This design comes from an exercise in tuning for small area and a short achievable clock period on the open sky130 flow, not from production work.
No run shown here included a check of the RTL's function; only the layout flow was run.
No activity file was given, so power comes from the tool's default toggle rates.

[design/flow/standard.sh]
#!/bin/bash
# synth_recipe.tcl (not shown) runs the flow's synth.tcl, then flattens the netlist and writes it again
# the make line also repeats each setting of config.mk as NAME=value (left out here)
make -C /OpenROAD-flow-scripts/flow DESIGN_CONFIG=/design/flow/config.mk WORK_HOME=/design/flow/orfs CLKGATE_MAP_FILE= SYNTH_SCRIPT=/design/flow/synth_recipe.tcl "${@:-finish}"
[design/flow/design.v]
module glyph_top (
    input            clk,
    input      [7:0] character_generator,
    input      [9:0] x,
    input      [9:0] y,
    input      [9:0] base_x,
    input      [9:0] base_y,
    output reg       pixel
);
    reg [7:0] ch_r;
    reg [9:0] x_r, y_r, bx_r, by_r;
    wire      pix;
    acelerometro_generator gen (
        .character_generator(ch_r),
        .x(x_r),
        .y(y_r),
        .base_x(bx_r),
        .base_y(by_r),
        .pixel(pix)
    );
    always @(posedge clk) begin
        ch_r  <= character_generator;
        x_r   <= x;
        y_r   <= y;
        bx_r  <= base_x;
        by_r  <= base_y;
        pixel <= pix;
    end
endmodule

module acelerometro_generator(
    input [7:0] character_generator,
    input [9:0] x,
    input [9:0] y,
    input [9:0] base_x,
    input [9:0] base_y,
    output pixel
);
    wire new_n50;
    wire new_n51;
    wire new_n52;
    wire new_n53;
    wire new_n54;
    wire new_n55;
    wire new_n56;
    wire new_n57;
    wire new_n58;
    wire new_n59;
    wire new_n60;
    wire new_n61;
    wire new_n62;
    wire new_n63;
    wire new_n64;
    wire new_n65;
    wire new_n66;
    wire new_n67;
    wire new_n68;
    wire new_n69;
    wire new_n70;
    wire new_n71;
    wire new_n72;
    wire new_n73;
    wire new_n74;
    wire new_n75;
    wire new_n76;
    wire new_n77;
    wire new_n78;
    wire new_n79;
    wire new_n80;
    wire new_n81;
    wire new_n82;
    wire new_n83;
    wire new_n84;
    wire new_n85;
    wire new_n86;
    wire new_n87;
    wire new_n88;
    wire new_n89;
    wire new_n90;
    wire new_n91;
    wire new_n92;
    wire new_n93;
    wire new_n94;
    wire new_n95;
    wire new_n96;
    wire new_n97;
    wire new_n98;
    wire new_n99;
    wire new_n100;
    wire new_n101;
    wire new_n102;
    wire new_n103;
    wire new_n104;
    wire new_n105;
    wire new_n106;
    wire new_n107;
    wire new_n108;
    wire new_n109;
    wire new_n110;
    wire new_n111;
    wire new_n112;
    wire new_n113;
    wire new_n114;
    wire new_n115;
    wire new_n116;
    wire new_n117;
    wire new_n118;
    wire new_n119;
    wire new_n120;
    wire new_n121;
    wire new_n122;
    wire new_n123;
    wire new_n124;
    wire new_n125;
    wire new_n126;
    wire new_n127;
    wire new_n128;
    wire new_n129;
    wire new_n130;
    wire new_n131;
    wire new_n132;
    wire new_n133;
    wire new_n134;
    wire new_n135;
    wire new_n136;
    wire new_n137;
    wire new_n138;
    wire new_n139;
    wire new_n140;
    wire new_n141;
    wire new_n142;
    wire new_n143;
    wire new_n144;
    wire new_n145;
    wire new_n146;
    wire new_n147;
    wire new_n148;
    wire new_n149;
    wire new_n150;
    wire new_n151;
    wire new_n152;
    wire new_n153;
    wire new_n154;
    wire new_n155;
    wire new_n156;
    wire new_n157;
    wire new_n158;
    wire new_n159;
    wire new_n160;
    wire new_n161;
    wire new_n162;
    wire new_n163;
    wire new_n164;
    wire new_n165;
    wire new_n166;
    wire new_n167;
    wire new_n168;
    wire new_n169;
    wire new_n170;
    wire new_n171;
    wire new_n172;
    wire new_n173;
    wire new_n174;
    wire new_n175;
    wire new_n176;
    wire new_n177;
    wire new_n178;
    wire new_n179;
    wire new_n180;
    wire new_n181;
    wire new_n182;
    wire new_n183;
    wire new_n184;
    wire new_n185;
    wire new_n186;
    wire new_n187;
    wire new_n188;
    wire new_n189;
    wire new_n190;
    wire new_n191;
    wire new_n192;
    wire new_n193;
    wire new_n194;
    wire new_n195;
    wire new_n196;
    wire new_n197;
    wire new_n198;
    wire new_n199;
    wire new_n200;
    wire new_n201;
    wire new_n202;
    wire new_n203;
    wire new_n204;
    wire new_n205;
    wire new_n206;
    wire new_n207;
    wire new_n208;
    wire new_n209;
    wire new_n210;
    wire new_n211;
    wire new_n212;
    wire new_n213;
    wire new_n214;
    wire new_n215;
    wire new_n216;
    wire new_n217;
    wire new_n218;
    wire new_n219;
    wire new_n220;
    wire new_n221;
    wire new_n222;
    wire new_n223;
    wire new_n224;
    wire new_n225;
    wire new_n226;
    wire new_n227;
    wire new_n228;
    wire new_n229;
    wire new_n230;
    wire new_n231;
    wire new_n232;
    wire new_n233;
    wire new_n234;
    wire new_n235;
    wire new_n236;
    wire new_n237;
    wire new_n238;
    wire new_n239;
    wire new_n240;
    wire new_n241;
    wire new_n242;
    wire new_n243;
    wire new_n244;
    wire new_n245;
    wire new_n246;
    wire new_n247;
    wire new_n248;
    wire new_n249;
    wire new_n250;
    wire new_n251;
    wire new_n252;
    wire new_n253;
    wire new_n254;
    wire new_n255;
    wire new_n256;
    wire new_n257;
    wire new_n258;
    wire new_n259;
    wire new_n260;
    wire new_n261;
    wire new_n262;
    wire new_n263;
    wire new_n264;
    wire new_n265;
    wire new_n266;
    wire new_n267;
    wire new_n268;
    wire new_n269;
    wire new_n270;
    wire new_n271;
    wire new_n272;
    wire new_n273;
    wire new_n274;
    wire new_n275;
    wire new_n276;
    wire new_n277;
    wire new_n278;
    wire new_n279;
    wire new_n280;
    wire new_n281;
    wire new_n282;
    wire new_n283;
    wire new_n284;
    wire new_n285;
    wire new_n286;
    wire new_n287;
    wire new_n288;
    wire new_n289;
    wire new_n290;
    wire new_n291;
    wire new_n292;
    wire new_n293;
    wire new_n294;
    wire new_n295;
    wire new_n296;
    wire new_n297;
    wire new_n298;
    wire new_n299;
    wire new_n300;
    wire new_n301;
    wire new_n302;
    wire new_n303;
    wire new_n304;
    wire new_n305;
    wire new_n306;
    wire new_n307;
    wire new_n308;
    wire new_n309;
    wire new_n310;
    wire new_n311;
    wire new_n312;
    wire new_n313;
    wire new_n314;
    wire new_n315;
    wire new_n316;
    wire new_n317;
    wire new_n318;
    wire new_n319;
    wire new_n320;
    wire new_n321;
    wire new_n322;
    wire new_n323;
    wire new_n324;
    wire new_n325;
    wire new_n326;
    wire new_n327;
    wire new_n328;
    wire new_n329;
    wire new_n330;
    wire new_n331;
    wire new_n332;
    wire new_n333;
    wire new_n334;
    wire new_n335;
    wire new_n336;
    wire new_n337;
    wire new_n338;
    wire new_n339;
    wire new_n340;
    wire new_n341;
    wire new_n342;
    wire new_n343;
    wire new_n344;
    wire new_n345;
    wire new_n346;
    wire new_n347;
    wire new_n348;
    wire new_n349;
    wire new_n350;
    wire new_n351;
    wire new_n352;
    wire new_n353;
    wire new_n354;
    wire new_n355;
    wire new_n356;
    wire new_n357;
    wire new_n358;
    wire new_n359;
    wire new_n360;
    wire new_n361;
    wire new_n362;
    wire new_n363;
    wire new_n364;
    wire new_n365;
    wire new_n366;
    wire new_n367;
    wire new_n368;
    wire new_n369;
    wire new_n370;
    wire new_n371;
    wire new_n372;
    wire new_n373;
    wire new_n374;
    wire new_n375;
    wire new_n376;
    wire new_n377;
    wire new_n378;
    wire new_n379;
    wire new_n380;
    wire new_n381;
    wire new_n382;
    wire new_n383;
    wire new_n384;
    wire new_n385;
    wire new_n386;
    wire new_n387;
    wire new_n388;
    wire new_n389;
    wire new_n390;
    wire new_n391;
    wire new_n392;
    wire new_n393;
    wire new_n394;
    wire new_n395;
    wire new_n396;
    wire new_n397;
    wire new_n398;
    wire new_n399;
    wire new_n400;
    wire new_n401;
    wire new_n402;
    wire new_n403;
    wire new_n404;
    wire new_n405;
    wire new_n406;
    wire new_n407;
    wire new_n408;
    wire new_n409;
    wire new_n410;
    wire new_n411;
    wire new_n412;
    wire new_n413;
    wire new_n414;
    wire new_n415;
    wire new_n416;
    wire new_n417;
    wire new_n418;
    wire new_n419;
    wire new_n420;
    wire new_n421;
    wire new_n422;
    wire new_n423;
    wire new_n424;
    wire new_n425;
    wire new_n426;
    wire new_n427;
    wire new_n428;
    wire new_n429;
    wire new_n430;
    wire new_n431;
    wire new_n432;
    wire new_n433;
    wire new_n434;
    wire new_n435;
    wire new_n436;
    wire new_n437;
    wire new_n438;
    wire new_n439;
    wire new_n440;
    wire new_n441;
    wire new_n442;
    wire new_n443;
    wire new_n444;
    wire new_n445;
    wire new_n446;
    wire new_n447;
    wire new_n448;
    wire new_n449;
    wire new_n450;
    wire new_n451;
    wire new_n452;
    wire new_n453;
    wire new_n454;
    wire new_n455;
    wire new_n456;
    wire new_n457;
    wire new_n458;
    wire new_n459;
    wire new_n460;
    wire new_n461;
    wire new_n462;
    wire new_n463;
    wire new_n464;
    wire new_n465;
    wire new_n466;
    wire new_n467;
    wire new_n468;
    wire new_n469;
    wire new_n470;
    wire new_n471;
    wire new_n472;
    wire new_n473;
    wire new_n474;
    wire new_n475;
    wire new_n476;
    wire new_n477;
    wire new_n478;
    wire new_n479;
    wire new_n480;
    wire new_n481;
    wire new_n482;
    wire new_n483;
    wire new_n484;
    wire new_n485;
    wire new_n486;
    wire new_n487;
    wire new_n488;
    wire new_n489;
    wire new_n490;
    wire new_n491;
    wire new_n492;
    wire new_n493;
    wire new_n494;
    wire new_n495;
    wire new_n496;
    wire new_n497;
    wire new_n498;
    wire new_n499;
    wire new_n500;
    wire new_n501;
    wire new_n502;
    wire new_n503;
    wire new_n504;
    wire new_n505;
    wire new_n506;
    wire new_n507;
    wire new_n508;
    wire new_n509;
    wire new_n510;
    wire new_n511;
    wire new_n512;
    wire new_n513;
    wire new_n514;
    wire new_n515;
    wire new_n516;
    wire new_n517;
    wire new_n518;
    wire new_n519;
    wire new_n520;
    wire new_n521;
    wire new_n522;
    wire new_n523;
    wire new_n524;
    wire new_n525;
    wire new_n526;
    wire new_n527;
    wire new_n528;
    wire new_n529;
    wire new_n530;
    wire new_n531;
    wire new_n532;
    wire new_n533;
    wire new_n534;
    wire new_n535;
    wire new_n536;
    wire new_n537;
    wire new_n538;
    wire new_n539;
    wire new_n540;
    wire new_n541;
    wire new_n542;
    wire new_n543;
    wire new_n544;
    wire new_n545;
    wire new_n546;
    wire new_n547;
    wire new_n548;
    wire new_n549;
    wire new_n550;
    wire new_n551;
    wire new_n552;
    wire new_n553;
    wire new_n554;
    wire new_n555;
    wire new_n556;
    wire new_n557;
    wire new_n558;
    wire new_n559;
    wire new_n560;
    wire new_n561;
    wire new_n562;
    wire new_n563;
    wire new_n564;
    wire new_n565;
    wire new_n566;
    wire new_n567;
    wire new_n568;
    wire new_n569;
    wire new_n570;
    wire new_n571;
    wire new_n572;
    wire new_n573;
    wire new_n574;
    wire new_n575;
    wire new_n576;
    wire new_n577;
    wire new_n578;
    wire new_n579;
    wire new_n580;
    wire new_n581;
    wire new_n582;
    wire new_n583;
    wire new_n584;
    wire new_n585;
    wire new_n586;
    wire new_n587;
    wire new_n588;
    wire new_n589;
    wire new_n590;
    wire new_n591;
    wire new_n592;
    wire new_n593;
    wire new_n594;
    wire new_n595;
    wire new_n596;
    wire new_n597;
    wire new_n598;
    wire new_n599;
    wire new_n600;
    wire new_n601;
    wire new_n602;
    wire new_n603;
    wire new_n604;
    wire new_n605;
    wire new_n606;
    wire new_n607;
    wire new_n608;
    wire new_n609;
    wire new_n610;
    wire new_n611;
    wire new_n612;
    wire new_n613;
    wire new_n614;
    wire new_n615;
    wire new_n616;
    wire new_n617;
    wire new_n618;
    wire new_n619;
    wire new_n620;
    wire new_n621;
    wire new_n622;
    wire new_n623;
    wire new_n624;
    wire new_n625;
    wire new_n626;
    wire new_n627;
    wire new_n628;
    wire new_n629;
    wire new_n630;
    wire new_n631;
    wire new_n632;
    wire new_n633;
    wire new_n634;
    wire new_n635;
    wire new_n636;
    wire new_n637;
    wire new_n638;
    wire new_n639;
    wire new_n640;
    assign new_n50 = x[5] & ~base_x[5];
    assign new_n51 = ~x[5] & base_x[5];
    assign new_n52 = ~new_n50 & ~new_n51;
    assign new_n53 = ~x[4] & base_x[4];
    assign new_n54 = x[4] & ~base_x[4];
    assign new_n55 = ~new_n53 & ~new_n54;
    assign new_n56 = ~x[3] & base_x[3];
    assign new_n57 = ~x[2] & base_x[2];
    assign new_n58 = x[2] & ~base_x[2];
    assign new_n59 = ~new_n57 & ~new_n58;
    assign new_n60 = x[1] & ~base_x[1];
    assign new_n61 = ~x[1] & base_x[1];
    assign new_n62 = ~x[0] & base_x[0];
    assign new_n63 = ~new_n61 & ~new_n62;
    assign new_n64 = ~new_n60 & ~new_n63;
    assign new_n65 = new_n59 & new_n64;
    assign new_n66 = ~new_n57 & ~new_n65;
    assign new_n67 = x[3] & ~base_x[3];
    assign new_n68 = ~new_n56 & ~new_n67;
    assign new_n69 = ~new_n66 & new_n68;
    assign new_n70 = ~new_n56 & ~new_n69;
    assign new_n71 = new_n55 & ~new_n70;
    assign new_n72 = ~new_n53 & ~new_n71;
    assign new_n73 = ~new_n52 & new_n72;
    assign new_n74 = new_n52 & ~new_n72;
    assign new_n75 = ~new_n73 & ~new_n74;
    assign new_n76 = ~new_n55 & new_n70;
    assign new_n77 = ~new_n71 & ~new_n76;
    assign new_n78 = new_n66 & ~new_n68;
    assign new_n79 = ~new_n69 & ~new_n78;
    assign new_n80 = ~new_n59 & ~new_n64;
    assign new_n81 = ~new_n65 & ~new_n80;
    assign new_n82 = new_n79 & new_n81;
    assign new_n83 = ~new_n77 & ~new_n82;
    assign new_n84 = new_n75 & ~new_n83;
    assign new_n85 = ~new_n75 & ~new_n77;
    assign new_n86 = ~new_n75 & ~new_n79;
    assign new_n87 = ~new_n85 & ~new_n86;
    assign new_n88 = ~new_n84 & new_n87;
    assign new_n89 = ~character_generator[1] & ~new_n88;
    assign new_n90 = y[6] & ~base_y[6];
    assign new_n91 = ~y[6] & base_y[6];
    assign new_n92 = ~new_n90 & ~new_n91;
    assign new_n93 = y[5] & ~base_y[5];
    assign new_n94 = ~y[5] & base_y[5];
    assign new_n95 = ~new_n93 & ~new_n94;
    assign new_n96 = y[4] & ~base_y[4];
    assign new_n97 = ~y[4] & base_y[4];
    assign new_n98 = ~new_n96 & ~new_n97;
    assign new_n99 = ~y[3] & base_y[3];
    assign new_n100 = y[3] & ~base_y[3];
    assign new_n101 = ~new_n99 & ~new_n100;
    assign new_n102 = ~y[2] & base_y[2];
    assign new_n103 = ~y[1] & base_y[1];
    assign new_n104 = ~y[0] & base_y[0];
    assign new_n105 = y[1] & ~base_y[1];
    assign new_n106 = ~new_n103 & ~new_n105;
    assign new_n107 = new_n104 & new_n106;
    assign new_n108 = ~new_n103 & ~new_n107;
    assign new_n109 = y[2] & ~base_y[2];
    assign new_n110 = ~new_n102 & ~new_n109;
    assign new_n111 = ~new_n108 & new_n110;
    assign new_n112 = ~new_n102 & ~new_n111;
    assign new_n113 = new_n101 & ~new_n112;
    assign new_n114 = ~new_n99 & ~new_n113;
    assign new_n115 = new_n98 & new_n114;
    assign new_n116 = ~new_n96 & ~new_n115;
    assign new_n117 = new_n95 & ~new_n116;
    assign new_n118 = ~new_n93 & ~new_n117;
    assign new_n119 = new_n92 & ~new_n118;
    assign new_n120 = ~new_n92 & new_n118;
    assign new_n121 = ~new_n119 & ~new_n120;
    assign new_n122 = ~new_n95 & new_n116;
    assign new_n123 = ~new_n117 & ~new_n122;
    assign new_n124 = ~new_n98 & ~new_n114;
    assign new_n125 = ~new_n115 & ~new_n124;
    assign new_n126 = ~new_n101 & new_n112;
    assign new_n127 = ~new_n113 & ~new_n126;
    assign new_n128 = new_n108 & ~new_n110;
    assign new_n129 = ~new_n111 & ~new_n128;
    assign new_n130 = new_n127 & new_n129;
    assign new_n131 = new_n125 & ~new_n130;
    assign new_n132 = ~new_n123 & ~new_n131;
    assign new_n133 = ~new_n121 & ~new_n132;
    assign new_n134 = ~new_n123 & ~new_n125;
    assign new_n135 = new_n121 & new_n134;
    assign new_n136 = ~new_n133 & ~new_n135;
    assign new_n137 = ~new_n89 & ~new_n136;
    assign new_n138 = x[6] & ~base_x[6];
    assign new_n139 = ~x[6] & base_x[6];
    assign new_n140 = ~new_n138 & ~new_n139;
    assign new_n141 = ~new_n51 & ~new_n74;
    assign new_n142 = new_n140 & ~new_n141;
    assign new_n143 = ~new_n140 & new_n141;
    assign new_n144 = ~new_n142 & ~new_n143;
    assign new_n145 = ~new_n139 & ~new_n142;
    assign new_n146 = x[8] & ~base_x[8];
    assign new_n147 = ~x[8] & base_x[8];
    assign new_n148 = ~new_n146 & ~new_n147;
    assign new_n149 = ~x[9] & base_x[9];
    assign new_n150 = x[9] & ~base_x[9];
    assign new_n151 = ~new_n149 & ~new_n150;
    assign new_n152 = new_n148 & new_n151;
    assign new_n153 = x[7] & ~base_x[7];
    assign new_n154 = ~x[7] & base_x[7];
    assign new_n155 = ~new_n153 & ~new_n154;
    assign new_n156 = new_n152 & new_n155;
    assign new_n157 = new_n145 & ~new_n156;
    assign new_n158 = ~new_n147 & new_n151;
    assign new_n159 = ~new_n146 & ~new_n151;
    assign new_n160 = ~new_n158 & ~new_n159;
    assign new_n161 = ~new_n149 & new_n154;
    assign new_n162 = ~new_n148 & new_n161;
    assign new_n163 = ~new_n160 & new_n162;
    assign new_n164 = new_n152 & new_n153;
    assign new_n165 = ~new_n163 & ~new_n164;
    assign new_n166 = ~new_n145 & new_n165;
    assign new_n167 = ~new_n157 & ~new_n166;
    assign new_n168 = new_n144 & new_n167;
    assign new_n169 = ~new_n77 & ~new_n81;
    assign new_n170 = new_n86 & new_n169;
    assign new_n171 = new_n168 & ~new_n170;
    assign new_n172 = ~new_n137 & new_n171;
    assign new_n173 = new_n123 & new_n125;
    assign new_n174 = ~new_n125 & new_n127;
    assign new_n175 = new_n123 & ~new_n174;
    assign new_n176 = ~new_n127 & ~new_n129;
    assign new_n177 = new_n125 & new_n176;
    assign new_n178 = new_n175 & ~new_n177;
    assign new_n179 = ~new_n136 & ~new_n178;
    assign new_n180 = ~new_n104 & ~new_n106;
    assign new_n181 = ~new_n107 & ~new_n180;
    assign new_n182 = ~new_n129 & ~new_n181;
    assign new_n183 = new_n127 & ~new_n182;
    assign new_n184 = y[0] & ~base_y[0];
    assign new_n185 = new_n106 & new_n184;
    assign new_n186 = ~new_n106 & ~new_n184;
    assign new_n187 = ~new_n185 & ~new_n186;
    assign new_n188 = new_n183 & new_n187;
    assign new_n189 = ~new_n104 & ~new_n184;
    assign new_n190 = new_n129 & ~new_n189;
    assign new_n191 = ~new_n129 & new_n189;
    assign new_n192 = ~new_n190 & ~new_n191;
    assign new_n193 = new_n187 & ~new_n192;
    assign new_n194 = ~new_n127 & ~new_n193;
    assign new_n195 = ~new_n188 & ~new_n194;
    assign new_n196 = ~new_n127 & ~new_n181;
    assign new_n197 = new_n127 & new_n181;
    assign new_n198 = ~new_n196 & ~new_n197;
    assign new_n199 = new_n192 & ~new_n198;
    assign new_n200 = ~new_n195 & ~new_n199;
    assign new_n201 = ~new_n125 & ~new_n200;
    assign new_n202 = ~new_n187 & ~new_n192;
    assign new_n203 = new_n198 & ~new_n202;
    assign new_n204 = new_n125 & new_n203;
    assign new_n205 = new_n176 & new_n204;
    assign new_n206 = new_n125 & ~new_n203;
    assign new_n207 = new_n129 & new_n206;
    assign new_n208 = ~new_n132 & ~new_n207;
    assign new_n209 = ~new_n205 & new_n208;
    assign new_n210 = ~new_n201 & ~new_n209;
    assign new_n211 = ~new_n195 & new_n203;
    assign new_n212 = ~new_n121 & new_n199;
    assign new_n213 = ~new_n211 & ~new_n212;
    assign new_n214 = new_n125 & ~new_n213;
    assign new_n215 = ~new_n125 & ~new_n203;
    assign new_n216 = ~new_n192 & new_n215;
    assign new_n217 = ~new_n204 & ~new_n211;
    assign new_n218 = ~new_n123 & ~new_n217;
    assign new_n219 = ~new_n216 & ~new_n218;
    assign new_n220 = ~new_n121 & ~new_n219;
    assign new_n221 = new_n195 & ~new_n199;
    assign new_n222 = new_n206 & new_n221;
    assign new_n223 = new_n195 & ~new_n203;
    assign new_n224 = ~new_n125 & ~new_n211;
    assign new_n225 = ~new_n223 & new_n224;
    assign new_n226 = ~new_n222 & ~new_n225;
    assign new_n227 = new_n121 & ~new_n226;
    assign new_n228 = ~new_n220 & ~new_n227;
    assign new_n229 = ~new_n214 & new_n228;
    assign new_n230 = new_n121 & ~new_n195;
    assign new_n231 = ~new_n201 & ~new_n206;
    assign new_n232 = ~new_n230 & ~new_n231;
    assign new_n233 = new_n123 & ~new_n232;
    assign new_n234 = ~new_n121 & ~new_n199;
    assign new_n235 = ~new_n226 & new_n234;
    assign new_n236 = ~new_n123 & ~new_n231;
    assign new_n237 = ~new_n235 & new_n236;
    assign new_n238 = ~new_n233 & ~new_n237;
    assign new_n239 = new_n229 & ~new_n238;
    assign new_n240 = ~new_n134 & ~new_n199;
    assign new_n241 = new_n239 & new_n240;
    assign new_n242 = new_n134 & new_n199;
    assign new_n243 = new_n121 & ~new_n242;
    assign new_n244 = ~new_n241 & new_n243;
    assign new_n245 = new_n174 & new_n193;
    assign new_n246 = new_n125 & ~new_n127;
    assign new_n247 = new_n106 & new_n189;
    assign new_n248 = ~new_n129 & ~new_n247;
    assign new_n249 = ~new_n246 & ~new_n248;
    assign new_n250 = ~new_n245 & new_n249;
    assign new_n251 = ~new_n123 & new_n125;
    assign new_n252 = ~new_n206 & ~new_n251;
    assign new_n253 = ~new_n250 & new_n252;
    assign new_n254 = ~new_n244 & new_n253;
    assign new_n255 = new_n244 & ~new_n253;
    assign new_n256 = ~new_n254 & ~new_n255;
    assign new_n257 = new_n210 & new_n256;
    assign new_n258 = ~new_n210 & ~new_n256;
    assign new_n259 = ~new_n257 & ~new_n258;
    assign new_n260 = ~new_n179 & new_n259;
    assign new_n261 = new_n123 & new_n127;
    assign new_n262 = new_n125 & ~new_n182;
    assign new_n263 = ~new_n121 & new_n262;
    assign new_n264 = ~new_n261 & new_n263;
    assign new_n265 = ~new_n179 & new_n264;
    assign new_n266 = new_n129 & new_n181;
    assign new_n267 = new_n174 & new_n266;
    assign new_n268 = new_n125 & ~new_n183;
    assign new_n269 = ~new_n267 & ~new_n268;
    assign new_n270 = new_n121 & new_n269;
    assign new_n271 = ~new_n183 & new_n270;
    assign new_n272 = ~new_n207 & new_n261;
    assign new_n273 = ~new_n127 & ~new_n266;
    assign new_n274 = ~new_n123 & new_n273;
    assign new_n275 = ~new_n263 & new_n274;
    assign new_n276 = ~new_n272 & ~new_n275;
    assign new_n277 = ~new_n271 & new_n276;
    assign new_n278 = ~new_n265 & new_n277;
    assign new_n279 = ~new_n260 & ~new_n278;
    assign new_n280 = new_n127 & ~new_n279;
    assign new_n281 = new_n173 & ~new_n280;
    assign new_n282 = new_n123 & ~new_n281;
    assign new_n283 = ~new_n127 & new_n279;
    assign new_n284 = ~new_n121 & ~new_n283;
    assign new_n285 = new_n251 & ~new_n284;
    assign new_n286 = ~new_n282 & ~new_n285;
    assign new_n287 = x[0] & ~base_x[0];
    assign new_n288 = ~new_n62 & ~new_n287;
    assign new_n289 = ~new_n60 & ~new_n61;
    assign new_n290 = new_n62 & ~new_n289;
    assign new_n291 = ~new_n62 & new_n289;
    assign new_n292 = ~new_n290 & ~new_n291;
    assign new_n293 = ~new_n278 & ~new_n292;
    assign new_n294 = new_n278 & new_n292;
    assign new_n295 = ~new_n293 & ~new_n294;
    assign new_n296 = ~new_n259 & new_n288;
    assign new_n297 = new_n295 & new_n296;
    assign new_n298 = ~new_n295 & ~new_n296;
    assign new_n299 = ~new_n297 & ~new_n298;
    assign new_n300 = new_n288 & ~new_n299;
    assign new_n301 = new_n179 & ~new_n293;
    assign new_n302 = ~new_n179 & new_n293;
    assign new_n303 = ~new_n301 & ~new_n302;
    assign new_n304 = new_n81 & ~new_n303;
    assign new_n305 = ~new_n81 & new_n303;
    assign new_n306 = ~new_n304 & ~new_n305;
    assign new_n307 = new_n300 & ~new_n306;
    assign new_n308 = ~new_n179 & ~new_n278;
    assign new_n309 = new_n259 & ~new_n308;
    assign new_n310 = ~new_n293 & ~new_n309;
    assign new_n311 = new_n81 & ~new_n310;
    assign new_n312 = ~new_n301 & new_n309;
    assign new_n313 = ~new_n81 & ~new_n293;
    assign new_n314 = ~new_n278 & new_n288;
    assign new_n315 = new_n313 & ~new_n314;
    assign new_n316 = ~new_n179 & ~new_n315;
    assign new_n317 = ~new_n259 & new_n316;
    assign new_n318 = ~new_n312 & ~new_n317;
    assign new_n319 = ~new_n311 & new_n318;
    assign new_n320 = ~new_n307 & new_n319;
    assign new_n321 = ~new_n79 & new_n320;
    assign new_n322 = new_n79 & ~new_n320;
    assign new_n323 = ~new_n321 & ~new_n322;
    assign new_n324 = ~new_n133 & new_n279;
    assign new_n325 = new_n133 & ~new_n279;
    assign new_n326 = ~new_n281 & new_n325;
    assign new_n327 = ~new_n324 & ~new_n326;
    assign new_n328 = new_n323 & ~new_n327;
    assign new_n329 = ~new_n321 & ~new_n328;
    assign new_n330 = new_n286 & new_n329;
    assign new_n331 = ~new_n286 & ~new_n329;
    assign new_n332 = ~new_n77 & new_n331;
    assign new_n333 = ~new_n330 & ~new_n332;
    assign new_n334 = new_n75 & ~new_n333;
    assign new_n335 = new_n77 & new_n330;
    assign new_n336 = new_n77 & ~new_n331;
    assign new_n337 = ~new_n330 & ~new_n336;
    assign new_n338 = ~new_n335 & ~new_n337;
    assign new_n339 = ~new_n334 & ~new_n338;
    assign new_n340 = new_n144 & ~new_n339;
    assign new_n341 = ~new_n144 & new_n339;
    assign new_n342 = ~new_n340 & ~new_n341;
    assign new_n343 = new_n75 & ~new_n121;
    assign new_n344 = ~new_n75 & new_n121;
    assign new_n345 = ~new_n343 & ~new_n344;
    assign new_n346 = new_n281 & new_n345;
    assign new_n347 = ~new_n281 & ~new_n345;
    assign new_n348 = ~new_n346 & ~new_n347;
    assign new_n349 = ~new_n338 & new_n348;
    assign new_n350 = new_n333 & new_n349;
    assign new_n351 = new_n335 & ~new_n348;
    assign new_n352 = ~new_n350 & ~new_n351;
    assign new_n353 = ~new_n323 & new_n327;
    assign new_n354 = ~new_n328 & ~new_n353;
    assign new_n355 = ~new_n259 & ~new_n300;
    assign new_n356 = new_n306 & new_n355;
    assign new_n357 = ~new_n306 & ~new_n355;
    assign new_n358 = ~new_n356 & ~new_n357;
    assign new_n359 = new_n259 & ~new_n288;
    assign new_n360 = ~new_n296 & ~new_n359;
    assign new_n361 = new_n238 & ~new_n360;
    assign new_n362 = new_n123 & new_n221;
    assign new_n363 = ~new_n226 & new_n362;
    assign new_n364 = ~new_n204 & ~new_n215;
    assign new_n365 = ~new_n123 & new_n200;
    assign new_n366 = ~new_n364 & new_n365;
    assign new_n367 = ~new_n121 & ~new_n366;
    assign new_n368 = ~new_n363 & new_n367;
    assign new_n369 = ~new_n244 & ~new_n368;
    assign new_n370 = new_n299 & ~new_n369;
    assign new_n371 = ~new_n361 & new_n370;
    assign new_n372 = ~new_n358 & ~new_n371;
    assign new_n373 = ~new_n354 & ~new_n372;
    assign new_n374 = ~new_n352 & new_n373;
    assign new_n375 = new_n342 & ~new_n374;
    assign new_n376 = ~new_n332 & ~new_n348;
    assign new_n377 = new_n358 & new_n371;
    assign new_n378 = ~new_n354 & new_n377;
    assign new_n379 = ~new_n376 & ~new_n378;
    assign new_n380 = ~new_n349 & new_n379;
    assign new_n381 = ~new_n342 & ~new_n380;
    assign new_n382 = ~new_n127 & ~new_n192;
    assign new_n383 = ~new_n187 & ~new_n382;
    assign new_n384 = ~new_n193 & ~new_n383;
    assign new_n385 = ~new_n130 & ~new_n196;
    assign new_n386 = ~new_n187 & ~new_n385;
    assign new_n387 = ~new_n176 & new_n187;
    assign new_n388 = ~new_n183 & new_n387;
    assign new_n389 = ~base_x[0] & ~new_n388;
    assign new_n390 = ~new_n386 & new_n389;
    assign new_n391 = new_n384 & new_n390;
    assign new_n392 = base_x[1] & ~new_n391;
    assign new_n393 = ~new_n384 & ~new_n390;
    assign new_n394 = new_n121 & ~new_n134;
    assign new_n395 = ~new_n393 & new_n394;
    assign new_n396 = ~new_n392 & new_n395;
    assign new_n397 = ~base_x[2] & new_n121;
    assign new_n398 = ~new_n396 & ~new_n397;
    assign new_n399 = new_n131 & ~new_n188;
    assign new_n400 = ~new_n125 & new_n130;
    assign new_n401 = new_n247 & new_n400;
    assign new_n402 = new_n123 & ~new_n401;
    assign new_n403 = ~new_n399 & new_n402;
    assign new_n404 = ~new_n270 & ~new_n403;
    assign new_n405 = ~new_n276 & new_n404;
    assign new_n406 = ~new_n398 & new_n405;
    assign new_n407 = new_n121 & new_n123;
    assign new_n408 = ~new_n247 & new_n407;
    assign new_n409 = ~base_x[3] & new_n408;
    assign new_n410 = ~base_x[2] & new_n396;
    assign new_n411 = ~new_n409 & ~new_n410;
    assign new_n412 = ~new_n406 & new_n411;
    assign new_n413 = base_x[3] & ~new_n408;
    assign new_n414 = ~base_x[4] & ~base_x[5];
    assign new_n415 = ~base_x[6] & ~base_x[7];
    assign new_n416 = ~base_x[8] & ~base_x[9];
    assign new_n417 = new_n415 & new_n416;
    assign new_n418 = new_n414 & new_n417;
    assign new_n419 = ~new_n413 & new_n418;
    assign new_n420 = ~new_n412 & new_n419;
    assign new_n421 = ~new_n75 & ~new_n144;
    assign new_n422 = new_n167 & new_n421;
    assign new_n423 = character_generator[1] & ~new_n422;
    assign new_n424 = ~new_n121 & new_n132;
    assign new_n425 = new_n401 & new_n424;
    assign new_n426 = ~base_x[7] & ~new_n160;
    assign new_n427 = new_n138 & ~new_n426;
    assign new_n428 = ~new_n155 & ~new_n427;
    assign new_n429 = ~new_n152 & ~new_n153;
    assign new_n430 = ~new_n428 & ~new_n429;
    assign new_n431 = new_n421 & new_n430;
    assign new_n432 = ~new_n167 & ~new_n431;
    assign new_n433 = ~new_n425 & ~new_n432;
    assign new_n434 = new_n423 & new_n433;
    assign new_n435 = ~new_n420 & new_n434;
    assign new_n436 = ~new_n381 & new_n435;
    assign new_n437 = ~new_n375 & new_n436;
    assign new_n438 = ~new_n172 & ~new_n437;
    assign new_n439 = character_generator[5] & ~character_generator[6];
    assign new_n440 = ~character_generator[7] & new_n439;
    assign new_n441 = character_generator[4] & new_n440;
    assign new_n442 = ~character_generator[3] & new_n441;
    assign new_n443 = ~character_generator[2] & new_n442;
    assign new_n444 = ~character_generator[1] & ~new_n443;
    assign new_n445 = ~character_generator[2] & character_generator[3];
    assign new_n446 = character_generator[4] & new_n445;
    assign new_n447 = ~character_generator[5] & character_generator[6];
    assign new_n448 = ~character_generator[7] & new_n447;
    assign new_n449 = new_n446 & new_n448;
    assign new_n450 = character_generator[1] & ~new_n449;
    assign new_n451 = ~character_generator[0] & ~new_n450;
    assign new_n452 = ~new_n444 & new_n451;
    assign new_n453 = ~new_n438 & new_n452;
    assign new_n454 = character_generator[1] & new_n442;
    assign new_n455 = new_n130 & ~new_n203;
    assign new_n456 = new_n173 & ~new_n455;
    assign new_n457 = ~new_n121 & ~new_n456;
    assign new_n458 = character_generator[2] & new_n457;
    assign new_n459 = new_n136 & ~new_n458;
    assign new_n460 = ~new_n84 & ~new_n178;
    assign new_n461 = character_generator[2] & ~new_n460;
    assign new_n462 = character_generator[2] & ~new_n87;
    assign new_n463 = ~new_n84 & ~new_n462;
    assign new_n464 = ~new_n457 & ~new_n463;
    assign new_n465 = ~new_n461 & ~new_n464;
    assign new_n466 = ~new_n459 & new_n465;
    assign new_n467 = ~character_generator[0] & ~new_n466;
    assign new_n468 = ~character_generator[2] & ~new_n87;
    assign new_n469 = new_n457 & new_n468;
    assign new_n470 = ~new_n467 & ~new_n469;
    assign new_n471 = new_n454 & ~new_n470;
    assign new_n472 = ~new_n178 & ~new_n457;
    assign new_n473 = character_generator[2] & character_generator[3];
    assign new_n474 = new_n441 & ~new_n473;
    assign new_n475 = ~new_n443 & new_n474;
    assign new_n476 = ~character_generator[1] & new_n475;
    assign new_n477 = ~new_n460 & new_n476;
    assign new_n478 = ~new_n472 & new_n477;
    assign new_n479 = ~new_n471 & ~new_n478;
    assign new_n480 = ~character_generator[1] & new_n84;
    assign new_n481 = new_n179 & ~new_n480;
    assign new_n482 = ~character_generator[2] & ~new_n481;
    assign new_n483 = character_generator[1] & new_n424;
    assign new_n484 = new_n87 & ~new_n483;
    assign new_n485 = ~new_n482 & new_n484;
    assign new_n486 = character_generator[0] & ~new_n454;
    assign new_n487 = ~character_generator[0] & ~new_n476;
    assign new_n488 = ~new_n486 & ~new_n487;
    assign new_n489 = ~new_n485 & new_n488;
    assign new_n490 = ~new_n404 & ~new_n407;
    assign new_n491 = character_generator[4] & ~new_n490;
    assign new_n492 = ~character_generator[4] & ~new_n178;
    assign new_n493 = new_n440 & new_n473;
    assign new_n494 = ~new_n492 & new_n493;
    assign new_n495 = ~new_n491 & new_n494;
    assign new_n496 = new_n449 & ~new_n457;
    assign new_n497 = ~new_n443 & ~new_n496;
    assign new_n498 = new_n88 & ~new_n497;
    assign new_n499 = ~new_n87 & new_n446;
    assign new_n500 = ~new_n424 & ~new_n499;
    assign new_n501 = new_n475 & ~new_n500;
    assign new_n502 = ~new_n134 & ~new_n173;
    assign new_n503 = ~new_n462 & ~new_n502;
    assign new_n504 = new_n442 & ~new_n457;
    assign new_n505 = ~new_n503 & new_n504;
    assign new_n506 = ~new_n501 & ~new_n505;
    assign new_n507 = ~new_n498 & new_n506;
    assign new_n508 = ~new_n495 & new_n507;
    assign new_n509 = character_generator[0] & ~character_generator[1];
    assign new_n510 = ~new_n508 & new_n509;
    assign new_n511 = ~new_n489 & ~new_n510;
    assign new_n512 = new_n479 & new_n511;
    assign new_n513 = new_n171 & ~new_n512;
    assign new_n514 = new_n81 & new_n278;
    assign new_n515 = ~new_n259 & new_n292;
    assign new_n516 = ~new_n81 & ~new_n278;
    assign new_n517 = ~new_n514 & ~new_n516;
    assign new_n518 = ~new_n515 & new_n517;
    assign new_n519 = ~new_n514 & ~new_n518;
    assign new_n520 = ~new_n79 & ~new_n179;
    assign new_n521 = new_n79 & new_n179;
    assign new_n522 = ~new_n520 & ~new_n521;
    assign new_n523 = ~new_n135 & ~new_n175;
    assign new_n524 = new_n77 & ~new_n523;
    assign new_n525 = ~new_n77 & new_n523;
    assign new_n526 = ~new_n524 & ~new_n525;
    assign new_n527 = ~new_n522 & ~new_n526;
    assign new_n528 = new_n519 & new_n527;
    assign new_n529 = new_n79 & new_n526;
    assign new_n530 = ~new_n79 & ~new_n526;
    assign new_n531 = ~new_n529 & ~new_n530;
    assign new_n532 = new_n522 & ~new_n531;
    assign new_n533 = ~new_n519 & new_n532;
    assign new_n534 = new_n75 & ~new_n394;
    assign new_n535 = ~new_n75 & new_n394;
    assign new_n536 = ~new_n534 & ~new_n535;
    assign new_n537 = new_n77 & ~new_n532;
    assign new_n538 = ~new_n523 & ~new_n537;
    assign new_n539 = ~new_n77 & new_n532;
    assign new_n540 = ~new_n538 & ~new_n539;
    assign new_n541 = new_n536 & ~new_n540;
    assign new_n542 = ~new_n536 & new_n540;
    assign new_n543 = ~new_n541 & ~new_n542;
    assign new_n544 = ~new_n533 & new_n543;
    assign new_n545 = ~new_n528 & new_n544;
    assign new_n546 = ~new_n259 & ~new_n292;
    assign new_n547 = new_n259 & new_n292;
    assign new_n548 = ~new_n546 & ~new_n547;
    assign new_n549 = ~new_n545 & new_n548;
    assign new_n550 = new_n515 & ~new_n517;
    assign new_n551 = ~new_n518 & ~new_n550;
    assign new_n552 = ~new_n519 & new_n527;
    assign new_n553 = new_n522 & new_n531;
    assign new_n554 = new_n519 & new_n553;
    assign new_n555 = ~new_n552 & ~new_n554;
    assign new_n556 = ~new_n551 & ~new_n555;
    assign new_n557 = new_n517 & new_n543;
    assign new_n558 = ~new_n548 & ~new_n557;
    assign new_n559 = ~new_n556 & ~new_n558;
    assign new_n560 = ~new_n549 & new_n559;
    assign new_n561 = new_n288 & new_n548;
    assign new_n562 = new_n239 & ~new_n369;
    assign new_n563 = new_n561 & new_n562;
    assign new_n564 = ~new_n560 & ~new_n563;
    assign new_n565 = ~new_n239 & ~new_n288;
    assign new_n566 = ~new_n229 & new_n238;
    assign new_n567 = ~new_n369 & ~new_n566;
    assign new_n568 = ~new_n565 & new_n567;
    assign new_n569 = ~new_n545 & new_n568;
    assign new_n570 = ~character_generator[0] & ~new_n569;
    assign new_n571 = ~new_n564 & new_n570;
    assign new_n572 = ~new_n288 & ~new_n567;
    assign new_n573 = new_n560 & new_n572;
    assign new_n574 = ~new_n555 & new_n572;
    assign new_n575 = new_n545 & ~new_n556;
    assign new_n576 = ~new_n574 & new_n575;
    assign new_n577 = ~new_n525 & ~new_n536;
    assign new_n578 = ~new_n524 & new_n536;
    assign new_n579 = ~new_n577 & ~new_n578;
    assign new_n580 = ~new_n520 & new_n579;
    assign new_n581 = ~new_n517 & ~new_n546;
    assign new_n582 = ~new_n313 & ~new_n581;
    assign new_n583 = ~new_n521 & ~new_n582;
    assign new_n584 = ~new_n581 & new_n583;
    assign new_n585 = new_n580 & ~new_n584;
    assign new_n586 = new_n517 & new_n546;
    assign new_n587 = ~character_generator[0] & new_n288;
    assign new_n588 = new_n567 & ~new_n587;
    assign new_n589 = character_generator[0] & ~new_n288;
    assign new_n590 = ~new_n588 & ~new_n589;
    assign new_n591 = new_n548 & new_n590;
    assign new_n592 = ~new_n586 & ~new_n591;
    assign new_n593 = ~new_n75 & new_n179;
    assign new_n594 = new_n529 & new_n593;
    assign new_n595 = ~new_n579 & ~new_n594;
    assign new_n596 = new_n582 & ~new_n595;
    assign new_n597 = ~new_n580 & ~new_n596;
    assign new_n598 = ~new_n592 & ~new_n597;
    assign new_n599 = ~new_n520 & ~new_n583;
    assign new_n600 = new_n526 & ~new_n536;
    assign new_n601 = ~new_n599 & new_n600;
    assign new_n602 = ~new_n598 & ~new_n601;
    assign new_n603 = ~new_n585 & new_n602;
    assign new_n604 = ~new_n576 & new_n603;
    assign new_n605 = ~new_n573 & new_n604;
    assign new_n606 = character_generator[0] & ~new_n457;
    assign new_n607 = new_n522 & new_n600;
    assign new_n608 = ~new_n517 & new_n607;
    assign new_n609 = ~new_n567 & new_n608;
    assign new_n610 = new_n561 & new_n609;
    assign new_n611 = ~new_n606 & ~new_n610;
    assign new_n612 = ~new_n605 & new_n611;
    assign new_n613 = ~new_n571 & ~new_n612;
    assign new_n614 = ~character_generator[1] & new_n449;
    assign new_n615 = new_n168 & new_n614;
    assign new_n616 = ~new_n613 & new_n615;
    assign new_n617 = ~new_n513 & ~new_n616;
    assign new_n618 = ~new_n453 & new_n617;
    assign new_n619 = ~new_n400 & new_n407;
    assign new_n620 = ~y[7] & base_y[7];
    assign new_n621 = y[7] & ~base_y[7];
    assign new_n622 = ~new_n620 & ~new_n621;
    assign new_n623 = ~new_n90 & ~new_n119;
    assign new_n624 = ~new_n622 & ~new_n623;
    assign new_n625 = new_n622 & new_n623;
    assign new_n626 = y[8] & ~new_n620;
    assign new_n627 = ~y[8] & new_n620;
    assign new_n628 = ~new_n626 & ~new_n627;
    assign new_n629 = ~base_y[8] & ~new_n628;
    assign new_n630 = y[9] & ~base_y[9];
    assign new_n631 = base_y[8] & ~new_n630;
    assign new_n632 = ~new_n626 & new_n631;
    assign new_n633 = ~new_n627 & new_n630;
    assign new_n634 = ~y[9] & base_y[9];
    assign new_n635 = ~new_n633 & ~new_n634;
    assign new_n636 = ~new_n632 & new_n635;
    assign new_n637 = ~new_n629 & new_n636;
    assign new_n638 = ~new_n625 & new_n637;
    assign new_n639 = ~new_n624 & new_n638;
    assign new_n640 = ~new_n619 & new_n639;
    assign pixel = ~new_n618 & new_n640;
endmodule
[design/flow/constraint.sdc]
create_clock -name core_clock -period 80.0 [get_ports {clk}]
set_input_delay 16.0000 -clock core_clock [delete_from_list [all_inputs] [get_ports {clk}]]
set_output_delay 16.0000 -clock core_clock [all_outputs]
set_load 0.01 [all_outputs]
[design/flow/flow/run.sh]
#!/bin/bash
set -e
export BUFFER_PORTS_ARGS="-buffer_cell sky130_fd_sc_hd__buf_1"
bash standard.sh > standard.log 2>&1
[design/flow/config.mk]
export PLATFORM = sky130hd
export DESIGN_NAME = glyph_top
export DESIGN_NICKNAME = glyph_top
export VERILOG_FILES = /design/flow/design.v
export SDC_FILE = /design/flow/constraint.sdc
export NUM_CORES = 4
export LEC_CHECK = 0
export ABC_AREA = 1
export CAP_MARGIN = 20
export CORE_MARGIN = 2
export CORE_UTILIZATION = 40
export SLEW_MARGIN = 20
==> run notes, run 1 <==
run status finished clean; Hold Crit Start by_r[9]; yosys warns 1; global-route track usage on met1 22.8%; Fmax 59.7 MHz; Pleak 1.90 nW; MaxCap Viol Count 0; setup violators final 0; mux contribution to synthesized area 0.561%; RSZ-0062 raised after global routing false; worst setup path start pixel; H-tree Lvls 2; FF-to-FF End pixel; root buf cell clkbuf_8; Final min period 16.75 ns; Cells after Synth between 400 and 500; top cells by count, synth 76 x nand2_1, 70 x inv_1, 49 x dfxtp_1, 43 x nor2_1, 30 x ha_1; Adder-Cell Fraction of Synth Area 18.6%; maximum buffer depth of the clock tree 2; Initial Utilization 41.1%; asr flop ratio synth 0%; number of buffers and inverters on the critical path 1; compound-cell area share of the yosys netlist 13.8%; simple-gate share of the synthesized area between 20% and 30%; Max Clock Skew between 0.002 and 0.0025 ns; Sequential Area 981 sq um; Max Slew Vio Count 0; DP HPWL 6500 microns; n_diodes 0; GP Congestion 0.890; # rows 34; Synth Register Bits a little under 50; cell taking the most area after synthesis dfxtp_1; arrival time worst endpoint 0.75 ns; WHS Endpoint pixel; Die Y between 90 and 100 microns; antenna-violating nets left 0; post-CTS setup buffers 0; number of flops mapped to enable cells by yosys 0; cell family with most CP delay flip-flops; core area 8680 sq um; share of the synthesized area in the top cell type about 27%; via count 3,060; busiest layer in global routing met2; Seq/Total Area, Yosys 27.5%; dpl cells 621; met2 Usage GRT 28.6%; I/O pin total 50; reg2reg start y_r[0]; final worst path period share around a fifth; Synth Cell Area 3570 sq um; Rel. slew slack 67.2%; reg2reg path depth 36; r2r setup slk between 70 and 80 ns; IO Port Bufs 49; Syn Area/Cell 7.61 sq um; Filler cells around 950; slowest CP cell dfxtp_1; Worst VDD drop 0.0157 mV; gr usage total about 17%; first-pass GRT wire length between 10,000 and 15,000 microns; Post-Layout Cell Count 629; Synth Area in XOR/XNOR 2.42%; Hold Path Depth 3; nets@finish around 600; die area 9700 sq um; worst path cell trace buf_1; Pre-antenna DRT Iters 5; CTS resizes 0; Vias per Instance 4.86; vias in the first global route 3,091; PD cells between 20 and 30 nW/um^2; GRT overflow 0; CP Capture Type output port; critical setup path kind reg2out; Num CTS Buffers 5; Clock transition at path regs approximately 0.090 ns; area of the multi-input gates 2220 sq um; DRC errors left 0; clock sink count 49; post-DR wirelength/cell 12.1 microns; crit start category register; Worst EP required 64.00 ns; overall die width 98.5 microns; Max stage delay on crit path around 0.31 ns; count leader, synth nand2_1; initial antenna violation count 0; largest net degree at the start of global routing 19; final hold vios 0; hold_buf cts 0; met3 Use GR ~1.9%; layout cells sized above 1 12.1%; worst skew pair latency approximately 0.3 ns; post-synth net total 562; Area growth, synth to finish 10.7%; Cell variety after synth just under 50; Total Wirelength 7640 microns; Worst Hold Class reg2reg; ranking of synthesized cells by area dfxtp_1 27%, ha_1 11%, nand2_1 8.0%; Initial DRC Count 170; CTS tree done; worst-path fanout max 1; largest family of logic cells by synthesized area simple AND/OR/NAND/NOR gates; Worst Max-Slew Pin Slew slightly below 0.5 ns; most common flop cell mapped by yosys dfxtp_1; Setup TNS Final 0 ns
[power by group]
group	total [mW]	switching, mW	internal [mW]
Clock	0.0151	0.00853	0.00654
Sequential	0.0264	0.000728	0.0257
Combinational	0.0669	0.0424	0.0245
[sequential cells by signal (all words and copies together) (netlist names)]
signal and flops:
by_r 10, bx_r 10, x_r 10, pixel 1, ch_r 8, y_r 10
[layout make-up]
class                      instances  area share (%)
clock buffer                       5            1.74
clock inverter                     3           0.728
inverter                          88            8.55
multi-input combinational        327            56.1
sequential                        49            24.8
tap                              108            3.42
timing repair buffer              49            4.65
[per-stage QoR]
stage | utilization (%) | hold WS, ns | total power, mW | worst slack [ns] | instance area (sq um)
4_1_cts | 45.5 | 0.650 | 0.109 | 63.23 | 3950
6_report | 45.5 | 0.639 | 0.108 | 63.25 | 3950
2_1_floorplan | - | 0.530 | 0.0798 | 63.67 | 3570
5_1_grt | 45.5 | 0.693 | 0.121 | 63.22 | 3950
3_5_place_dp | 44.4 | 0.632 | 0.0930 | 63.58 | 3850
3_3_place_gp | 44.4 | 0.631 | 0.0920 | 63.57 | 3850
[layout by cell type (no fill, tap or decap), types with 3 or more instances in the layout]
| cell | instances |
|---|---|
| o211ai_1 | 7 |
| nand2_1 | 76 |
| nor3_1 | 7 |
| fa_1 | 14 |
| o21ai_2 | 3 |
| inv_2 | 14 |
| nand2_4 | 8 |
| nand3_2 | 6 |
| o2111ai_1 | 3 |
| nand3_1 | 23 |
| nand2_2 | 12 |
| o21ai_0 | 21 |
| clkbuf_8 | 5 |
| inv_1 | 70 |
| nor4_1 | 4 |
| inv_4 | 3 |
| o32ai_1 | 3 |
| dfxtp_1 | 49 |
| a21oi_1 | 22 |
| buf_1 | 49 |
| xor2_1 | 7 |
| ha_1 | 30 |
| nand4_1 | 7 |
| nor2_1 | 43 |
[worst max-delay path by stage]
stage               endpoint  depth (start not counted)  slack (ns)
CTS                    pixel                          1       63.23
global placement       pixel                          1       63.57
global route           pixel                          1       63.22
detailed placement     pixel                          1       63.58
floorplan              pixel                          0       63.67
finish                 pixel                          1       63.25
[kinds of logic (layout without fill, tap and decap cells)]
group                      after synthesis  in the layout
and+or+nand+nor                        194            194
muxes                                    2              2
AOI/OAI and AO/OA                       77             77
DFF                                     49             49
adders and majority gates               45             45
buffers and inverters                   93            145
xor gates and xnor gates                 9              9
[layer usage]
metal,routed length (microns),share of wire [%]
met3,295,3.9
met2,3560,47
met4,99,1.3
met5,0,0
met1,3690,48
==> run 2, diff against run 1 <==
==> design/flow/flow/run.sh (replaced) <==
#!/bin/bash
set -e
export BUFFER_PORTS_ARGS="-buffer_cell sky130_fd_sc_hd__buf_1"
export CTS_ARGS="-sink_clustering_enable -repair_clock_nets -dont_use_dummy_load"
bash standard.sh > standard.log 2>&1
==> run 2 against run 1 <==
Still clean. Worst hold slack improved by 0.029 ns. Via count about the same. Register-to-register slack about the same. Die area unchanged. Clock skew increased by 0.022 ns. Synthesized cell count unchanged. Count of clock-buffer cells in the layout unchanged. Clock power decreased by 19%. Sequential share of layout area increased by 0.18 points. Cell area decreased by 0.73%. First-iteration DRC count decreased by 23%. Critical path depth unchanged.
==> run notes, run 2 <==
vias in the first global route 3,086; Worst Hold Class reg2reg; run status finished clean; cell taking the most area after synthesis dfxtp_1; commonest non-fill, non-tap cell in the layout nand2_1; Total Wirelength 7620 microns; I/O pin total 50; dpl cell area 3850 sq um; Synth Cell Area 3570 sq um; post-DR wirelength/cell between 10 and 15 microns; # rows 34; maximum buffer depth of the clock tree 2; post-route cell area 3920 sq um; CP Capture Type output port; initial antenna violation count 0; post-CTS setup buffers 0; switching share of power 47.2%; Seq/Total Area, Yosys a little over a quarter; Initial DRC Count ~130; Cells after Synth 469; Pre-antenna DRT Iters 4; Place WS 63.58 ns; Max stage delay on crit path 0.30 ns; final worst path period share 20.9%; antenna-violating nets left 0; FF-to-FF End pixel; Worst Max-Slew Pin Slew 0.506 ns; combinational power share between 60% and 70%; Initial Utilization 41.1%; DP HPWL between 6000 and 7000 microns; nets@finish 613; Area growth, synth to finish 9.85%; cell family with most CP delay flip-flops; Setup TNS Final 0 ns; n_diodes 0; asr flop ratio synth 0%; root buf cell clkbuf_8; net load switching power around 50 uW; Final Util approximately 45%; hold_buf cts 0; reg2reg path depth 36; Setup WS post-layout 63.28 ns; Hold Crit Start by_r[9]; Cell variety after synth between 40 and 50; Worst EP required 64.00 ns; most common flop cell mapped by yosys dfxtp_1; final hold vios 0; worst path cell trace buf_1; worst-path fanout max 1; WHS Endpoint pixel; Die Y ~100 microns; Vias per Instance 4.88; largest net degree at the start of global routing 19; arrival time worst endpoint 0.72 ns; Final min period 16.72 ns; PD cells 26.9 nW/um^2; yosys warns 1; critical setup path kind reg2out; Max Slew Vio Count 0; GP Congestion a little under 0.9; die area 9700 sq um; Sequential Power Share approximately 25%; H-tree Lvls 2; Max Clock Skew around 0.024 ns; count leader, synth nand2_1; Num CTS Buffers 5; via count around 3,000; Rel. slew slack around 66%; share of the synthesized area in the top cell type 27.5%; Worst VDD drop 0.0139 mV; top cells by count, synth 76 x nand2_1, 70 x inv_1, 49 x dfxtp_1, 43 x nor2_1, 30 x ha_1; Hold Path Depth 3; layout cells sized above 1 a little under an eighth; most frequent cells in the layout 76 x nand2_1, 70 x inv_1, 49 x dfxtp_1, 49 x buf_1, 43 x nor2_1; slowest CP cell dfxtp_1; Tot Pwr roughly 110 uW; ranking of synthesized cells by area dfxtp_1 27%, ha_1 11%, nand2_1 8.0%; GRT overflow 0; setup violators final 0; Clock power frac 11.7%; overall die width 98.5 microns; clock sink count 49; gr usage total around 17%; post-synth net total 562; RSZ-0062 raised after global routing false; IO Port Bufs 49; Clock transition at path regs about 0.090 ns; core area roughly 8700 sq um; Fmax between 50 and 60 MHz; P_int 55.8 uW; crit start category register; Pleak 1.89 nW; CTS tree done; number of buffers and inverters on the critical path 1; CTS resizes 0; MaxCap Viol Count 0; r2r setup slk 73.34 ns; Synth Register Bits 49; first-pass GRT wire length between 10,000 and 15,000 microns; reg2reg start y_r[0]; DRC errors left 0; worst skew pair latency 0.30 ns; Syn Area/Cell between 7 and 8 sq um; number of flops mapped to enable cells by yosys 0
==> run 2: worst max path at each step <==
stage / from / to / slack (ns) / cells past startpoint
floorplan: pixel / pixel / 63.67 / 0
global placement: pixel / pixel / 63.57 / 1
detailed placement: pixel / pixel / 63.58 / 1
CTS: pixel / pixel / 63.27 / 1
global route: pixel / pixel / 63.25 / 1
finish: pixel / pixel / 63.28 / 1
==> run 2: logic make-up (layout without fill, tap and decap cells) <==
group / count (synthesis) / count (layout) / share of synthesized area [%]
simple gates: 194 / 194 / 26.7
buf+inv: 93 / 142 / 10.5
compound gates: 77 / 77 / 13.8
flops: 49 / 49 / 27.5
fa+ha+maj: 45 / 45 / 18.6
xor+xnor: 9 / 9 / 2.42
mux: 2 / 2 / 0.561
==> run 2: cell type report <==
class | count | area [sq um]
well taps | 108 | 135
flip-flops and latches | 49 | 981
multi-input cells | 327 | 2220
repair buffers | 49 | 184
fillers | 952 | 4760
clock buffers | 5 | 68.8
inverters | 88 | 338
==> run 2: metal layers <==
metal	GRT usage, %	wire length [microns]	vias up
met5	0	0	-
li1	-	-	1613
met1	22.8	3670	1368
met4	4.64	109	0
met3	2.13	295	10
met2	28.7	3550	66
==> run 2: metrics by stage <==
| stage | hold slack (ns) | std cells |
|---|---|---|
| after floorplan | 0.530 | 469 |
| after global placement | 0.631 | 621 |
| after detailed placement | 0.632 | 621 |
| after CTS | 0.679 | 626 |
| after global routing | 0.723 | 626 |
| final | 0.668 | 626 |
==> run 2: power by group through the flow <==
stage	Combinational, mW	Clock, mW	Sequential, mW
floorplan	0.0529	0	0.0268
global placement	0.0650	0	0.0270
detailed placement	0.0660	0	0.0270
CTS	0.0664	0.0130	0.0264
global route	0.0771	0.0143	0.0266
finish	0.0669	0.0123	0.0264
==> run 3, diff against run 2 <==
==> design/flow/flow/run.sh (replaced) <==
#!/bin/bash
set -e
export BUFFER_PORTS_ARGS="-buffer_cell sky130_fd_sc_hd__buf_1"
export CTS_ARGS="-sink_clustering_enable -repair_clock_nets -dont_use_dummy_load -root_buf sky130_fd_sc_hd__clkbuf_16 -buf_list sky130_fd_sc_hd__clkbuf_16 -sink_clustering_size 64 -sink_clustering_max_diameter 500"
bash standard.sh > standard.log 2>&1
==> run 3 against run 2 <==
Still clean on timing, DRC and antenna. Maximum frequency is essentially flat. First-iteration DRC count up 25%. Largest power group unchanged. Critical path type unchanged. Combinational power about the same. Largest cell class unchanged.
==> run notes, run 3 <==
setup violators final 0; post-synth net total about 560; Max Slew Vio Count 0; Max Clock Skew 0.0149 ns; share of the synthesized area in the top cell type 27.5%; first-pass GRT wire length ~14,000 microns; worst setup path start pixel; via count roughly 3,000; GRT overflow 0; Tot Pwr 112 uW; core area 8680 sq um; Worst Hold Class reg2reg; most frequent cells in the layout 76 x nand2_1, 70 x inv_1, 49 x dfxtp_1, 49 x buf_1, 43 x nor2_1; Post-Layout Cell Count 626; Filler cells 945; n_diodes 0; Fmax 59.8 MHz; nets@finish 613; DP HPWL 6500 microns; cell taking the most area after synthesis dfxtp_1; crit path to pixel; Final Util 45.8%; Pre-antenna DRT Iters 4; Die Y 98.5 microns; worst hold slack 0.653 ns; Synth Register Bits 49; IO Port Bufs 49; # rows 34; final hold vios 0; RSZ-0062 raised after global routing false; Pleak about 1.9 nW; number of flops mapped to enable cells by yosys 0; Total Wirelength 7670 microns; post-DR wirelength/cell 12.3 microns; Worst EP required between 60 and 70 ns; Syn Area/Cell around 7.6 sq um; most common flop cell mapped by yosys dfxtp_1; die area 9700 sq um; gr usage total 17.0%; Worst VDD drop 0.0155 mV; worst path cell trace buf_1; clock sink count 49; initial antenna violation count 0; count leader, synth nand2_1; top cells by count, synth 76 x nand2_1, 70 x inv_1, 49 x dfxtp_1, 43 x nor2_1, 30 x ha_1; ranking of synthesized cells by area dfxtp_1 27%, ha_1 11%, nand2_1 8.0%; Initial Utilization 41.1%; Clock transition at path regs 0.07 ns; hold_buf cts 0; I/O pin total 50; vias in the first global route approximately 3,100; Seq/Total Area, Yosys 27.5%; worst skew pair latency 0.29 ns; reg2reg path depth 36; CP Depth 1; DRC errors left 0; post-CTS setup buffers 0; Initial DRC Count 164; number of buffers and inverters on the critical path 1; Vias per Instance 4.87; Rel. slew slack between 60% and 70%; MaxCap Viol Count 0; arrival time worst endpoint 0.71 ns; antenna-violating nets left 0; dpl cells just over 600; cell family with most CP delay flip-flops; asr flop ratio synth 0%; GP Congestion 0.890; crit start category register; CTS resizes 0; PD cells 28.1 nW/um^2; FF-to-FF End pixel; CP Capture Type output port; root buf cell clkbuf_16; overall die width 98.5 microns; final worst path period share 20.9%; yosys warns 1; worst-path fanout max 1; CTS tree done; Hold Crit Start by_r[9]; H-tree Lvls 2; maximum buffer depth of the clock tree 2; Max stage delay on crit path about 0.3 ns; reg2reg start y_r[0]; Final min period 16.71 ns; run status finished clean; layout cells sized above 1 11.6%; Cell variety after synth 49; slowest CP cell dfxtp_1; Num CTS Buffers 5; Synth Cell Area 3570 sq um; Area growth, synth to finish 11.4%; Setup TNS Final 0 ns; Worst Max-Slew Pin Slew 0.497 ns; commonest non-fill, non-tap cell in the layout nand2_1; Cells after Synth 469; r2r setup slk around 73 ns; largest net degree at the start of global routing 19; critical setup path kind reg2out
## run 3: metrics by stage
step           worst slack [ns]  cell area, sq um
6_report                  63.29              3980
5_1_grt                   63.27              3980
4_1_cts                   63.28              3980
3_5_place_dp              63.58              3850
3_3_place_gp              63.57              3850
2_1_floorplan             63.67              3570
## run 3: worst min-delay path by stage
stage               cells past startpoint  endpoint  slack, ns
global route                            3     pixel       0.70
global placement                        3     pixel       0.63
floorplan                               3     pixel       0.53
finish                                  3     pixel       0.65
CTS                                     3     pixel       0.66
detailed placement                      3     pixel       0.63
## run 3: power by group
part	switching, mW	internal [mW]	total (mW)
logic	0.0425	0.0245	0.0670
clock network	0.00747	0.0110	0.0185
registers	0.000728	0.0257	0.0265
total	0.0507	0.0612	0.112
## run 3: cell families after synthesis
| group | share of synthesized area, % |
|---|---|
| XOR/XNOR | 2.42 |
| buffers and inverters | 10.5 |
| adder cells (fa/ha/maj) | 18.6 |
| AO/OA/AOI/OAI | 13.8 |
| flip-flops | 27.5 |
| multiplexers | 0.561 |
| AND/OR/NAND/NOR | 26.7 |
## run 3: layout make-up
| type | instances | area, sq um | area share (%) |
|---|---|---|---|
| Multi-Input combinational cell | 327 | 2220 | 55.7 |
| Inverter | 88 | 338 | 8.49 |
| Timing Repair Buffer | 49 | 184 | 4.62 |
| Clock buffer | 5 | 125 | 3.14 |
| Tap cell | 108 | 135 | 3.40 |
| Sequential cell | 49 | 981 | 24.7 |
## run 3: layer usage
metal	track usage (%)	share of wire [%]	wire, microns	vias to the layer above
met1	22.7	48	3700	1359
met4	4.95	1.6	125	0
met5	0	0	0	-
li1	-	-	-	1614
met3	2.34	4.3	331	11
met2	28.9	46	3520	64

separate check: timing with driven ports:
The results above use ideal ports. As a check the final layouts listed here were re-extracted and re-timed, cells and wires unchanged. Step 1, drivers: a clkbuf_16 drives clk and a buf_2 each remaining input, both assumed. Step 2 moves the port delays by t, midway between the first and last clock arrival at a register: inputs arrive t later, outputs are due t later. That takes back most of the time a late clock gives input paths. Slacks: ideal ports / drivers / drivers and shift; pairs: ideal ports / drivers.
run | shift t [ns] | slack for setup (ns) | worst setup path at the end | clock arrival spread, ns
run 1 | 0.324 | 63.247 / 63.221 / 63.545 | register to output | 0.004 / 0.005
run 2 | 0.314 | 63.280 / 63.253 / 63.567 | register to output | 0.025 / 0.025
run 3 | 0.313 | 63.290 / 63.254 / 63.567 | register to output | 0.016 / 0.016
After both steps every run listed still meets setup and hold.
